Context: an optimization exercise on an open-source flow, tuned for small area and a short achievable clock period. The choices shown serve that exercise and are no tape-out recipe.
RTL that was checked went through simulation tests only; none was proved equivalent to the original.
The flow treats the clock pin as an ideal source. Dropping or thinning the clock tree relies on that and would not hold on a real chip.

// mult_top
module mult_top (
    input             clk,
    input      [31:0] mplier,
    input      [31:0] mcand,
    output     [63:0] product
);
    reg  [31:0] mplier_q;
    reg  [31:0] mcand_q;
    reg  [63:0] product_q;
    wire [63:0] product_d;
    signed_array_mplier #(.N(32)) u_mult (
        .mplier (mplier_q),
        .mcand  (mcand_q),
        .product(product_d)
    );
    always @(posedge clk) begin
        mplier_q  <= mplier;
        mcand_q   <= mcand;
        product_q <= product_d;
    end
    assign product = product_q;
endmodule
Size: ~2800 cells after synthesis, roughly 130 I/O pins.
clock: 28.0 ns
lec_check: 0
abc_area: 1
cap_margin: 20
core_margin: 2
core_utilization: 40
slew_margin: 20
synth_hierarchical: 1
synth_minimum_keep_size: 0
standard.sh (not shown) runs the stock make flow with config.mk's settings and CLKGATE_MAP_FILE= SYNTH_SCRIPT=/design/flow/synth_recipe.tcl, a recipe that flattens the netlist after the stock synthesis.
==> flow/flow/run.sh <==
#!/bin/bash
# Own layout flow: the standard flow (standard.sh) with the standard
# synthesis unchanged, then the layout steps with
#  - plain buffers (buf_2) on the ports,
#  - a two-level balanced clock tree (flow/cts_own.tcl) in place of ORFS's CTS,
#  - repair_timing aiming at a slack margin below the fixed clock period, so
#    that it sizes and buffers the multiplier's critical paths.
# The output of each make run is in make_*.log here; each step's log is in
# orfs/logs/.
set -euo pipefail
export OWN_FLOW_DIR=$(pwd)/flow
bash standard.sh synth > make_synth.log 2>&1
bash standard.sh \
  SETUP_SLACK_MARGIN=21.55 \
  "BUFFER_PORTS_ARGS=-buffer_cell sky130_fd_sc_hd__buf_2" \
  PRE_CTS_TCL=$OWN_FLOW_DIR/cts_own.tcl \
  finish > make_finish.log 2>&1
Other scripts of this flow, unchanged in this note and not shown: flow/flow/cts_own.tcl
Rerun with:
--- a/flow/design.v
+++ b/flow/design.v
@@ -44,29 +44,14 @@
 module signed_array_mplier #(
     parameter N = 32
 ) (
     input  [N-1:0]   mplier,
     input  [N-1:0]   mcand,
     output [2*N-1:0] product
 );
-    generate
-        if (N == 32) begin : g32
-            booth_mult32 u_mult (.mplier(mplier), .mcand(mcand), .product(product));
-        end else begin : gn
-            assign product = $signed(mplier) * $signed(mcand);
-        end
-    endgenerate
-endmodule
-module booth_mult32 #(
-    parameter N = 32
-) (
-    input  [N-1:0]   mplier,
-    input  [N-1:0]   mcand,
-    output [2*N-1:0] product
-);
     wire xn0;
     wire xn1;
     wire xn2;
     wire xn3;
     wire xn4;
     wire xn5;
     wire xn6;
After rerunning: The changed run ran to the end with no violations. Critical path depth does not change. Via count stays the same. Wire length stays the same. Cell count is unchanged. Worst hold slack is unchanged. Design area does not change. Worst setup slack does not change. Maximum frequency stays the same.
No functional check of the RTL was part of the first run of this note. In every run of this note, the design's own scripts or RTL, not TritonCTS, make the clock network.

--- another note on this design; it stands on its own ---

violet:
## mult_top
module mult_top (
    input             clk,
    input      [31:0] mplier,
    input      [31:0] mcand,
    output     [63:0] product
);
Settings: LEC_CHECK=0, ABC_AREA=1, CAP_MARGIN=20, CORE_MARGIN=2, CORE_UTILIZATION=40, SLEW_MARGIN=20, SYNTH_HIERARCHICAL=1, SYNTH_MINIMUM_KEEP_SIZE=0; clock period 28.0 ns.
standard.sh (not shown) runs the stock make flow with config.mk's settings and CLKGATE_MAP_FILE= SYNTH_SCRIPT=/design/flow/synth_recipe.tcl, a recipe that flattens the netlist after the stock synthesis.
==> flow/flow/run.sh <==
#!/bin/bash
# Own layout flow: the standard flow (standard.sh) with the standard
# synthesis unchanged, then the layout steps with
#  - plain buffers (buf_2) on the ports,
#  - a two-level balanced clock tree (flow/cts_own.tcl) in place of ORFS's CTS,
#  - repair_timing aiming at a slack margin below the fixed clock period, so
#    that it sizes and buffers the multiplier's critical paths.
# The output of each make run is in make_*.log here; each step's log is in
# orfs/logs/.
set -euo pipefail
export OWN_FLOW_DIR=$(pwd)/flow
bash standard.sh synth > make_synth.log 2>&1
bash standard.sh \
  SETUP_SLACK_MARGIN=21.35 \
  "BUFFER_PORTS_ARGS=-buffer_cell sky130_fd_sc_hd__buf_2" \
  PRE_CTS_TCL=$OWN_FLOW_DIR/cts_own.tcl \
  finish > make_finish.log 2>&1
Other scripts of this flow, unchanged in this note and not shown: flow/flow/cts_own.tcl
> inputs changed (violet -> harbor)
--- a/flow/flow/run.sh
+++ b/flow/flow/run.sh
@@ -13,3 +13,3 @@
 bash standard.sh \
-  SETUP_SLACK_MARGIN=21.35 \
+  SETUP_SLACK_MARGIN=21.6 \
   "BUFFER_PORTS_ARGS=-buffer_cell sky130_fd_sc_hd__buf_2" \
==> comparison <==
harbor against violet: setup slack moved up; fmax rose 1.2%; routed wire length higher; ratio of routed vias to standard cells has increased.
Delta (harbor minus violet): critical path depth went down 23; data arrival at the endpoint of the critical path -5890 ps; area taken by multi-input logic gates picked up an extra about 0.45%; sequential cell area in the final layout went up by about 0.9%.
In every run of this note, the design's own scripts or RTL, not TritonCTS, make the clock network.

separate check: timing with driven ports:
The results above use ideal ports. As a check the final layouts listed here were re-extracted and re-timed, cells and wires unchanged.
Step 1: set_driving_cell puts a clkbuf_16 on clk and a buf_2 on each other input, an assumption about the parent block.
Step 2 moves the port delays by t, midway between the first and last clock arrival at a register: inputs arrive t later, outputs are due t later. That takes back most of the time a late clock gives input paths.
a / b / c = no drivers / after step 1 / after step 2; a / b = the first two.
run	t, ns	setup WS [ns]	worst setup path after step 2	latest minus earliest clock arrival (ns)	pins driven straight from the clock port
the first run of note 1	0.440	21.595 / 21.470 / 21.704	register to register	0.078 / 0.078	4
the second run of note 1	0.440	21.595 / 21.470 / 21.704	register to register	0.078 / 0.078	4
violet	0.444	21.523 / 21.463 / 21.523	register to register	0.075 / 0.075	4
harbor	0.442	21.601 / 21.475 / 21.776	register to register	0.080 / 0.080	4
After both steps setup and hold are still met in every run listed.
